Background: an optimization exercise with open tools, aiming at small area, a short achievable clock period and few clock cycles. Do not read the settings as production practice. In this exercise RTL edits were held to simulation tests only and were not proved equivalent to the original. Power is estimated from default activity; no workload was simulated.

==> flow/design.v <==
`timescale 1ns/10ps
module  ATCONV(
	input		clk,
	input		reset,
	output	reg	busy,	
	input		ready,	
	output reg	[11:0]	iaddr,
	input signed [12:0]	idata,
	output	reg 	cwr,
	output  reg	[11:0]	caddr_wr,
	output  reg [12:0] 	cdata_wr,
	output	reg 	crd,
	output reg	[11:0] 	caddr_rd,
	input 	[12:0] 	cdata_rd,
	output reg 	csel
	);
reg [5:0] row,col;
reg [12:0] mutiqueue[8:0];
reg [11:0]  L0;
reg [4:0] 	count;
reg [3:0] state,nextState;
parameter S0=0, S1=1, S2=2 ,S3=3,S4=4,S5=5,S6=6,S7=7,S8=8,S9=9;
wire [12:0] w0=col-2+(row-2<<6);
wire [12:0] w1=col+(row-2<<6);
wire [12:0] w2=col+2+(row-2<<6);
wire [12:0] w3=col-2+(row<<6);
wire [12:0] w4=col+(row<<6);
wire [12:0] w5=col+2+(row<<6);
wire [12:0] w6=col-2+(row+2<<6);
wire [12:0] w7=col+(row+2<<6);
wire [12:0] w8=col+2+(row+2<<6);
wire [12:0] w9=col+2;
wire [12:0] w10=col-2;
wire [12:0] w11=(row<<7)+(col<<1);
wire [12:0] w12=w11+12'd64;
wire [12:0] w13,w14,w15;
assign w13=mutiqueue[0]>mutiqueue[1]?mutiqueue[0]:mutiqueue[1];
assign w14=mutiqueue[2]>mutiqueue[3]?mutiqueue[2]:mutiqueue[3];
assign w15=w13>w14?w13:w14;
always @(*) begin
    case(state)
        S0:begin
			if(~reset & ready)nextState<=S1;
            else nextState <= S0;
        end
        S1:begin
            nextState = S2;
        end
        S2:begin
			if(count==9) nextState = S3;
            else nextState = S2;
        end
		S3:begin
			nextState = S4;
        end
		S4:begin
			nextState = S5;
        end
		S5:begin
			if(&L0) nextState = S6;
		 	else	nextState = S1;
		end
		S6:begin
			nextState = S7;
        end
		S7:begin
            if(count==4) nextState = S8;
		 	else	nextState = S7;
        end
		S8:begin
			if(L0==1023) nextState = S9;
		 	else	nextState = S6;
		end
        default:begin
            nextState = S0;
        end
    endcase
end
always @(posedge clk or posedge reset) begin
    if(reset) state <= S0;
    else state <= nextState;
end
always @(posedge clk) begin
	case (state)
		S0:begin 
			busy<=0;
			iaddr<=0;
			crd<=0;caddr_rd<=0;
			cwr<=0;caddr_wr<=0;cdata_wr<=0;
			crd<=0;caddr_rd<=0;
			csel<=0;
			row<=0;col<=0;
			L0<=0;count<=0;
			if(~reset & ready)busy<=1 ;								
		end
		S1:begin
			case (row)
				0,1:begin
					case (col)
						0,1:begin
							mutiqueue[0]<=0;
							mutiqueue[2]<=w9;
							mutiqueue[3]<=w4-col;
							mutiqueue[5]<=w5;
							mutiqueue[6]<=w7-col;
							mutiqueue[8]<=w8;																
						end
						62,63:begin
							mutiqueue[0]<=w10;
							mutiqueue[2]<=63;
							mutiqueue[3]<=w3;
							mutiqueue[5]<=w4+{7'b0,(~col)};
							mutiqueue[6]<=w6;
							mutiqueue[8]<=w7+{7'b0,(~col)};
						end						
						default:begin
							mutiqueue[0]<=w10;
							mutiqueue[2]<=w9;
							mutiqueue[3]<=w3;
							mutiqueue[5]<=w5;
							mutiqueue[6]<=w6;
							mutiqueue[8]<=w8;
						end 
					endcase	
					mutiqueue[1]<=col;
					mutiqueue[7]<=w7;				
				end
				62,63:begin
					case (col)
						0,1:begin
							mutiqueue[0]<=w1-col;
							mutiqueue[2]<=w2;
							mutiqueue[3]<=w4-col;
							mutiqueue[5]<=w5;
							mutiqueue[6]<=4032;
							mutiqueue[8]<=4034+col;																
						end
						62,63:begin
							mutiqueue[0]<=w0;
							mutiqueue[2]<=w1+{7'b0,(~col)};
							mutiqueue[3]<=w3;
							mutiqueue[5]<=w4+{7'b0,(~col)};
							mutiqueue[6]<=4030+col;
							mutiqueue[8]<=4095;
						end						
						default:begin
							mutiqueue[0]<=w0;
							mutiqueue[2]<=w2;
							mutiqueue[3]<=w3;
							mutiqueue[5]<=w5;
							mutiqueue[6]<=4030+col;
							mutiqueue[8]<=4034+col;
						end 
					endcase	
					mutiqueue[1]<=w1;
					mutiqueue[7]<=col+4032;	
				end 
				default:begin
					case (col)
						0,1:begin
							mutiqueue[0]<=w1-col;
							mutiqueue[2]<=w2;
							mutiqueue[3]<=w4-col;
							mutiqueue[5]<=w5;
							mutiqueue[6]<=w7-col;
							mutiqueue[8]<=w8;																
						end
						62,63:begin
							mutiqueue[0]<=w0;
							mutiqueue[2]<=w1+{7'b0,(~col)};
							mutiqueue[3]<=w3;
							mutiqueue[5]<=w4+{7'b0,(~col)};
							mutiqueue[6]<=w6;
							mutiqueue[8]<=w7+{7'b0,(~col)};							
						end						
						default:begin
							mutiqueue[0]<=w0;
							mutiqueue[2]<=w2;
							mutiqueue[3]<=w3;
							mutiqueue[5]<=w5;
							mutiqueue[6]<=w6;
							mutiqueue[8]<=w8;							
						end 
					endcase	
					mutiqueue[1]<=w1;
					mutiqueue[7]<=w7;
				end 
			endcase	
			mutiqueue[4]<=w4;
		end
		S2:begin
			if (count<9) begin
				iaddr<=mutiqueue[count];
			end			
			count<=count+5'b1;
			if (count) begin
				mutiqueue[count-1]<=idata;
			end
		end
		S3:begin
			cdata_wr<=~(((mutiqueue[0][12:4])+(mutiqueue[2][12:4])+
					   (mutiqueue[6][12:4])+(mutiqueue[8][12:4]))+
					  ((mutiqueue[1][12:3])+(mutiqueue[7][12:3]))+
					  ((mutiqueue[3][12:2])+(mutiqueue[5][12:2]))+13'b1100)+
					    mutiqueue[4]+13'b1;
		end
		S4:begin
			if (cdata_wr[12]) begin
				cdata_wr<=0;
			end
			cwr<=1;csel<=0;caddr_wr<=L0;
		end
		S5:begin
			cwr<=0;
			L0<=L0+1;
			count<=0;
			if (col==63)begin
				col<=0;
				row<=row+13'b1;
			end 
			else begin
				col<=col+13'b1;
			end
		end
		S6:begin
			cwr<=0;
			mutiqueue[0]<=w11;
			mutiqueue[1]<=w11+1;
			mutiqueue[2]<=w12;
			mutiqueue[3]<=w12+1;
		end
		S7:begin
			crd<=1;
			csel<=0;
			caddr_rd<=mutiqueue[count];
			if (count) begin
				mutiqueue[count-1]<=cdata_rd;
			end
			count<=count+1;
		end
		S8:begin
			cwr<=1;
			crd<=0;
			csel<=1;
			caddr_wr<=L0;
			L0<=L0+1;
			count<=0;
			if(col==31)begin
				col<=0;
				row<=row+1;
			end 
			else begin
				col<=col+1;
			end				
			if (w15[3:0]) begin
				cdata_wr<= (w15&13'h1ff0)+13'b10000;
			end
			else cdata_wr<=w15&13'h1ff0;
		end
		S9:begin
			busy<=0;
		end
	endcase
end
endmodule
==> flow/run.sh <==
#!/bin/bash
# synth_recipe.tcl (not shown) runs the flow's synth.tcl, then flattens the netlist and writes it again
# the make line also repeats each setting of config.mk as NAME=value (left out here)
make -C /OpenROAD-flow-scripts/flow DESIGN_CONFIG=/design/flow/config.mk WORK_HOME=/design/flow/orfs CLKGATE_MAP_FILE= SYNTH_SCRIPT=/design/flow/synth_recipe.tcl finish
==> flow/config.mk <==
export PLATFORM = sky130hd
export DESIGN_NAME = ATCONV
export DESIGN_NICKNAME = ATCONV
export VERILOG_FILES = /design/flow/design.v
export SDC_FILE = /design/flow/constraint.sdc
export NUM_CORES = 4
export LEC_CHECK = 0
export CAP_MARGIN = 20
export CORE_MARGIN = 2
export CORE_UTILIZATION = 40
export SLEW_MARGIN = 20
==> flow/constraint.sdc <==
create_clock -name core_clock -period 6.5 [get_ports {clk}]
set_input_delay 1.3000 -clock core_clock [delete_from_list [all_inputs] [get_ports {clk}]]
set_output_delay 1.3000 -clock core_clock [all_outputs]
set_load 0.01 [all_outputs]
==> results.sh <==
export IMPL_drc_errors=0
export IMPL_cts_root_buffer="clkbuf_16"
export IMPL_ys_ff_latch=291
export IMPL_cp_max_fo=6
export IMPL_status="finished clean"
export IMPL_rows=81
export IMPL_die_y_um=227
export IMPL_setup_viol=0
export IMPL_finalCriticalPeriod_ns=5.99
export IMPL_grt_pass1_wl_mm=95.4
export IMPL_clock_sinks=291
export IMPL_dp_hpwl_mm=49.0
export IMPL_cts_resized=0
export IMPL_nets=2126
export IMPL_place_inst=2542
export IMPL_antenna_found_initial=2
export IMPL_setup_tns_ns=0
export IMPL_post_cts_buffers=0
export IMPL_ys_warn_count=1
export IMPL_yosysTopAreaCell="edfxtp_1"
export IMPL_track_usage_pct=25.1
export IMPL_drv_slew=0
export IMPL_rsz0062_at_grt="false"
export IMPL_hold_class="reg2reg"
export IMPL_worst_setup_path_start_kind="flop"
export IMPL_syn_area_per_cell_um2=10.9
export IMPL_htree_levels=2
export IMPL_postLayoutCellArea_um2=22700
export IMPL_syn_num_nets=2041
export IMPL_placed_area_um2=21600
export IMPL_p_total_mw=4.01
export IMPL_synth_enable_flop_cells=283
export IMPL_grt_start_max_net_pins=49
export IMPL_synth_main_ff_cell="edfxtp_1"
export IMPL_ios=82
export IMPL_max_clock_freq_mhz=167
export IMPL_arrival_ns=6.25
export IMPL_core_area_um2=49100
export IMPL_numCtsBuffers=34
export IMPL_async_flop_share_pct=1.37
export IMPL_relSlewSlack_pct=31.6
export IMPL_grt_ovfl_total=0
export IMPL_place_congestion=0.979
export IMPL_antenna_cells=0
export IMPL_first_pass_iters=7
export IMPL_synth_top_cell_area_share_pct=42.7
export IMPL_path_clk_slew_ns=0.06
export IMPL_drt_vias_per_instance=5.78
export IMPL_criticalPathCategory="reg2reg"
export IMPL_area_growth_pct=14.1
export IMPL_tritoncts="done"
export IMPL_final_cells=2602
export IMPL_die_area_um2=51600
export IMPL_p_leak_nw=9.20
export IMPL_maxCapViolCount=0
export IMPL_pre_cts_slack_ns=0.554
export IMPL_portBuffers=81
export IMPL_fin_ws_ns=0.512
export IMPL_clock_latency_ns=0.54
export IMPL_cts_path_max_buffers=3
export IMPL_die_w_um=227
export IMPL_finalWirelength_mm=63.8
export IMPL_start_util_pct=40.6
export IMPL_drtIter0Drc=1800
export IMPL_required_ns=6.76
export IMPL_netlist_area_um2=19900
export IMPL_end_kind="flop"
export IMPL_vias=15000
export IMPL_power_density_nw_per_um2=177
export IMPL_yosysSeqAreaShare_pct=43.6
export IMPL_netlist_instances=1829
export IMPL_grt_pass1_vias=14700
export IMPL_fin_crit_sh_pct=92.1
export IMPL_hold_viol=0
export IMPL_finalClockSkew_ns=0.0139
export IMPL_peakVddDrop_uv=138
export IMPL_ant_nets=0
export IMPL_holdBufCountCts=0
export IMPL_drive_gt1_share_pct=10.6
export IMPL_worst_slew_pin_slew_ns=0.997
export IMPL_wl_per_cell_um=24.5
export IMPL_synth_area_leaders="edfxtp_1, ha_1, mux4_2"
export IMPL_yosysUniqueCellTypes=85
==> layout make-up <==
type | count | area [um^2]
fillers | 4559 | 26300
multi-input cells | 1263 | 10200
flip-flops and latches | 291 | 8680
repair buffers | 129 | 1170
clock buffers | 45 | 933
well taps | 664 | 831
inverters | 195 | 732
clock inverters | 15 | 184
==> worst max-delay path, cell delays in order (launching register included) <==
cell and delay, ns:
edfxtp_1 0.50, fa_1 0.61, fa_1 0.45, fa_1 0.51, inv_1 0.06, fa_1 0.58
inv_1 0.06, ha_1 0.28, a21o_1 0.18, a21oi_1 0.21, o21ai_0 0.12, a21oi_1 0.23
nor2b_1 0.07, o21a_1 0.18, nor2_1 0.11, xor2_1 0.17, ha_1 0.31, and4_1 0.19
a2111oi_2 0.48, o2bb2ai_1 0.19, xnor2_1 0.13, o22ai_1 0.09
==> path summary, 6_finish.rpt <==
check	slack, ns	end	cells after the start	from
max	0.51	cdata_wr[12]	21	mutiqueue[2][7]
min	0.61	state[3]	1	L0[10]
min in group asynchronous	1.02	state[3]	2	reset
max reg2reg	0.51	cdata_wr[12]	21	mutiqueue[2][7]
min reg2reg	0.61	state[3]	1	L0[10]
max in group asynchronous	5.31	state[2]	2	reset
==> state kept, by name, summed over array words and instances, names as in the netlist, named ones only <==
name       count
L0            12
mutiqueue    201
row            6
csel           1
state          4
iaddr         12
caddr_wr      12
crd            1
caddr_rd      12
count          5
cwr            1
cdata_wr      13
col            6
busy           1
==> routing by layer <==
layer  part of all wire, %  vias up  track usage, %
met5                 0.020        -               0
met4                   3.3        2            8.05
met3                   8.4      104            3.72
met2                    45      733            39.2
met1                    43     7451            36.0
li1                      -     6755               -
==> through the flow <==
step / util [%] / hold slack, ns
3_3_place_gp: 44.0 / 0.593
5_1_grt: 46.3 / 0.640
3_5_place_dp: 44.0 / 0.600
2_1_floorplan: - / 0.526
4_1_cts: 46.3 / 0.609
6_report: 46.3 / 0.609
==> synth_stat cells (10+ instances only) <==
cell      count
nand3_1      48
clkbuf_1     58
o221ai_1     10
inv_1       194
xor2_1       40
mux2i_1      28
fa_1         60
a21oi_1     104
a31oi_1      15
and2_1       34
nor2b_1      19
nor2_1      147
buf_2        10
o21ai_0     109
o22ai_1      21
and3_1       28
mux4_2       60
xnor2_1      63
nor3_1       27
ha_1        123
o211ai_1     21
edfxtp_1    283
a21o_1       20
nand2_1     145
==> kinds of logic (layout without fill, tap and decap cells) <==
family                     Yosys count  count (layout)  synth area share (%)
AOI/OAI and AO/OA                  379             379                  12.0
buffers and inverters              275             384                  5.35
DFF                                291             291                  43.6
xor gates and xnor gates           103             103                  4.53
muxes                               97              97                  8.72
adders and majority gates          183             183                  13.8
and+or+nand+nor                    501             501                  12.0
==> report_power, final <==
group | switching (mW) | internal, mW | leakage (nW)
Combinational | 0.0331 | 0.0216 | 6.01
Clock | 0.785 | 1.14 | 0.543
Sequential | 0 | 2.04 | 2.64
==> layout by cell type (no fill, tap or decap), drive strengths merged, types with 6 or more instances in the layout <==
cell type,n
clkbuf,45
o21a,6
a21oi,107
o21bai,6
nor2,149
clkinv,12
and3,29
o211ai,22
nand2,146
edfxtp,283
mux4,60
inv,194
nand4,9
a211oi,8
clkdlybuf4s50,81
nor3,29
xor2,40
ha,123
mux2,9
nor2b,19
and2,35
xnor2,63
fa,60
a31oi,15
a21o,20
mux2i,28
nand2b,7
o21ai,116
nand3,49
buf,48
o22ai,21
o221ai,10
Testbench counts, summed over its fixed seeds: cycles 1,032,240.

-- static timing again, ports no longer ideal --
No port has a modelled driver above. Below, the same layout with a new extraction and two added sets of constraints. Step 1: set_driving_cell puts a clkbuf_16 on clk and a buf_2 on each other input, an assumption about the parent block. Step 2 also shifts input and output timing later by t, the mid clock arrival at the registers, as if the neighbouring blocks saw the same clock. Three values: ideal, step 1, step 2; two values: the first two.
shift t [ns]: 0.591
setup slack, ns: 0.512 / 0.512 / 0.512
slew at the worst register clock pin (ns): 0.06 / 0.06
After both steps setup and hold are still met in this run. The setup slack of this run moves by 0.000 ns with the drivers and by 0.000 ns with both steps.
